This design comes from an exercise in tuning for small area on the open sky130 flow, not from production work. In this exercise RTL edits were held to simulation tests only and were not proved equivalent to the original. Power is estimated from default activity; no workload was simulated.

==> flow/design.v (excerpt) <==
module aqueduct_codec(
    input         clk,
    input         rst,
    input  [63:0] s_axis_tdata,
    input   [7:0] s_axis_tkeep,
    input   [7:0] s_axis_tuser,
    input   [7:0] s_axis_tdest,
    input         s_axis_tlast,
    input         s_axis_tvalid,
    output        s_axis_tready,
    input         s_pause,
    input         s_send_pause,
    input         rx_almost_full,
    input         rx_almost_empty,
    output [63:0] tx_payload,
    output  [1:0] tx_header,
    input  [63:0] rx_payload,
    input   [1:0] rx_header,
    input         rx_valid,
    output [63:0] m_axis_tdata,
    output  [7:0] m_axis_tkeep,
    output  [7:0] m_axis_tuser,
    output  [7:0] m_axis_tdest,
    output        m_axis_tlast,
    output        m_axis_tvalid,
    output        m_error,
    output        m_pause,
    output        m_unpause,
    output  [7:0] m_pause_src
);
Settings: LEC_CHECK=0, CAP_MARGIN=20, CORE_MARGIN=2, CORE_UTILIZATION=40, CTS_BUF_LIST=sky130_fd_sc_hd__clkbuf_8, CTS_CLUSTER_SIZE=30, SLEW_MARGIN=20; clock period 4.5 ns.
standard.sh (not shown) runs the stock make flow with config.mk's settings and CLKGATE_MAP_FILE= SYNTH_SCRIPT=/design/flow/synth_recipe.tcl, a recipe that flattens the netlist after the stock synthesis.
==> flow/flow/run.sh <==
#!/bin/bash
cp standard.sh standard_sh.log 2>/dev/null
export BUFFER_PORTS_ARGS="-buffer_cell sky130_fd_sc_hd__buf_1"
bash standard.sh > standard_run.log 2>&1
Change:
--- a/flow/config.mk
+++ b/flow/config.mk
@@ -9,5 +9,6 @@
 export CORE_MARGIN = 2
-export CORE_UTILIZATION = 40
-export CTS_BUF_LIST = sky130_fd_sc_hd__clkbuf_8
-export CTS_CLUSTER_SIZE = 30
+export CORE_UTILIZATION = 65
+export CTS_BUF_LIST = sky130_fd_sc_hd__clkbuf_16
+export CTS_CLUSTER_DIAMETER = 150
+export CTS_CLUSTER_SIZE = 24
 export SLEW_MARGIN = 20
Effect: Die area fell by well over a third. Cell count fell by roughly a tenth. Setup slack gains 73 ps. Utilization rose by 26 points. Combinational power fell by a few percent. Final area fell by a few percent.
Change:
--- a/flow/config.mk
+++ b/flow/config.mk
@@ -9,6 +9,4 @@
 export CORE_MARGIN = 2
-export CORE_UTILIZATION = 65
-export CTS_BUF_LIST = sky130_fd_sc_hd__clkbuf_16
-export CTS_CLUSTER_DIAMETER = 150
-export CTS_CLUSTER_SIZE = 24
+export CORE_UTILIZATION = 40
+export CTS_BUF_LIST = sky130_fd_sc_hd__clkbuf_4
 export SLEW_MARGIN = 20
First-iteration DRC count decreases by 41%. Clock skew increases by 40 ps. Wire length increases by 9.4%. Worst hold slack degrades by 66 ps. Worst setup slack degrades by 36 ps.
Change:
--- a/flow/config.mk
+++ b/flow/config.mk
@@ -9,4 +9,6 @@
 export CORE_MARGIN = 2
-export CORE_UTILIZATION = 40
-export CTS_BUF_LIST = sky130_fd_sc_hd__clkbuf_4
+export CORE_UTILIZATION = 65
+export CTS_BUF_LIST = sky130_fd_sc_hd__clkbuf_16
+export CTS_CLUSTER_DIAMETER = 150
+export CTS_CLUSTER_SIZE = 30
 export SLEW_MARGIN = 20
Effect: Count of clock-buffer cells in the layout goes down by 119; worst setup slack is better by 120 ps; sequential share of layout area goes up by 3.2 points; non-clock buffer count goes down by 11.
Change:
--- a/flow/config.mk
+++ b/flow/config.mk
@@ -7,2 +7,3 @@
 export LEC_CHECK = 0
+export ABC_AREA = 1
 export CAP_MARGIN = 20
@@ -12,3 +13,3 @@
 export CTS_CLUSTER_DIAMETER = 150
-export CTS_CLUSTER_SIZE = 30
+export CTS_CLUSTER_SIZE = 24
 export SLEW_MARGIN = 20
What happened:
- count of clock-buffer cells in the layout rose by 4
- power rose by 7.0%
- combinational power rose by 34%
- sequential cell count stays the same
- register-to-register slack degrades by 20 ps
- global-route usage rose by 1.2 points
- worst hold slack degrades by 3.8 ps
- sequential power stays flat
- design area barely changes

========
fjord:
Another version of the RTL of aqueduct_codec (not shown whole).
Size in the first run: ~350 flip-flops, about 330 I/O pins.
export LEC_CHECK = 0
export CAP_MARGIN = 20
export CORE_MARGIN = 2
export CORE_UTILIZATION = 65
export CTS_BUF_LIST = sky130_fd_sc_hd__clkbuf_16
export CTS_CLUSTER_DIAMETER = 150
export CTS_CLUSTER_SIZE = 28
export SLEW_MARGIN = 20
create_clock -name core_clock -period 4.5 [get_ports {clk}]
==> flow/flow/run.sh <==
#!/bin/bash
# The standard layout with two changes:
#  - synthesis maps the logic with an area-oriented ABC script (flow/area.abc);
#    everything else in synthesis (registers, flattening, renaming) is the standard flow's own
#  - port buffers are made of the smallest buffer cell
set -euo pipefail
HERE=$(pwd)
FLOWDIR=$(cd "$(dirname "$0")" && pwd)
cp "$FLOWDIR/area.abc" "$HERE/area.abc"
{
  echo "proc abc {args} {"
  echo "  set i [lsearch -exact \$args -script]"
  echo "  if {\$i >= 0} { lset args [expr {\$i + 1}] $HERE/area.abc }"
  echo "  yosys abc {*}\$args"
  echo "}"
  cat "$HERE/synth_recipe.tcl"
} > "$HERE/area_synth.tcl"
sed "s#SYNTH_SCRIPT=[^ ]*#SYNTH_SCRIPT=$HERE/area_synth.tcl#" standard.sh > my_standard.sh
grep -q "SYNTH_SCRIPT=$HERE/area_synth.tcl" my_standard.sh
export BUFFER_PORTS_ARGS="-buffer_cell sky130_fd_sc_hd__buf_1"
bash my_standard.sh > flow_run.log 2>&1
==> flow/flow/area.abc <==
strash
&get -n
&fraig -x
&put
scorr
dc2
dretime
strash
&get -n
&dch -f
&nf -R 1000
&put
strash
&get -n
&dch -f
&nf -R 1000
&put
fjord: no failed stages, no open violations at the end
Changes in quartz relative to fjord:
Settings: CTS_CLUSTER_SIZE: 28 -> 24.
Notes after the runs:
- Taking fjord as the reference, in quartz post-synthesis compound-gate area fraction neither gained nor lost much, final standard cell area without fillers comparable, worst hold slack dropped 0.0079 ns, total leakage power rose by about 0.6%, core utilization picked up an extra 0.22 points.
> inputs changed (quartz -> maple)
Settings: CTS_CLUSTER_SIZE changed from 24 to 32.
-- flow/flow/area.abc --
<<< quartz, line 10
&dch -f
&nf -R 1000
>>> maple, line 10
&deepsyn -T 60
<<< quartz, line 18
>>> maple, line 17
&get -n
&deepsyn -T 60
&put
strash
&get -n
&dch -f
&nf -R 1000
&put
==> comparison <==
- Diff maple..quartz | data required time of the critical path | negligible
- Compared with quartz, in maple biggest cell delay along the critical path lower; total placed instance area lower; count of plain and timing-repair buffers lower.
- Compared with quartz, in maple number of cells on the critical path shows a reduction of 2; worst-case setup margin in the final layout fell by 0.063 ns.
- Taking quartz over maple, the highest ir drop seen on vdd ratio works out to 0.809.
Input-level comparison between raven and maple:
Settings: swapping 32 for 28 in CTS_CLUSTER_SIZE.
-- flow/flow/area.abc --
<<< maple, line 17
&get -n
&deepsyn -T 60
&put
strash
&get -n
&dch -f
&nf -R 1000
&put
>>> raven, line 17
==> comparison <==
Delta (raven minus maple): share of the synthesized area in compound gates (AO/OA/AOI/OAI) now larger, global-route wire length before repair now larger.
maple has higher final period utilization than raven.

-- port drivers added, routing unchanged --
The results above use ideal ports. As a check the final layouts listed here were re-extracted and re-timed, cells and wires unchanged. Step 1: set_driving_cell puts a clkbuf_16 on clk and a buf_2 on each other input, an assumption about the parent block. Step 2 adds t to the input delays and takes it off the output delays; t is the mean of the earliest and latest rising clock arrival at the registers after step 1. Input paths then give back, and output paths get back, about the clock's delay inside the block. Three values: ideal, step 1, step 2; two values: the first two.
| run | shift t [ns] | setup slack, ns | worst register clock-pin slew, ns | worst slew at a driven data input, ns |
|---|---|---|---|---|
| the first run of note 1 | 0.686 | 0.078 / 0.031 / 0.670 | 0.07 / 0.07 | 0.08 |
| the second run of note 1 | 0.569 | 0.151 / 0.100 / 0.669 | 0.10 / 0.10 | 0.09 |
| the third run of note 1 | 0.802 | 0.115 / 0.062 / 0.676 | 0.08 / 0.08 | 0.08 |
| the fourth run of note 1 | 0.555 | 0.233 / 0.182 / 0.737 | 0.11 / 0.11 | 0.09 |
| the fifth run of note 1 | 0.561 | 0.351 / 0.302 / 0.753 | 0.10 / 0.10 | 0.07 |
| fjord | 0.569 | 0.213 / 0.165 / 0.649 | 0.11 / 0.11 | 0.08 |
| quartz | 0.563 | 0.204 / 0.157 / 0.663 | 0.10 / 0.10 | 0.08 |
| maple | 0.523 | 0.141 / 0.094 / 0.617 | 0.12 / 0.12 | 0.09 |
| raven | 0.556 | 0.207 / 0.158 / 0.349 | 0.10 / 0.10 | 0.07 |
After both steps every run listed still meets setup and hold.
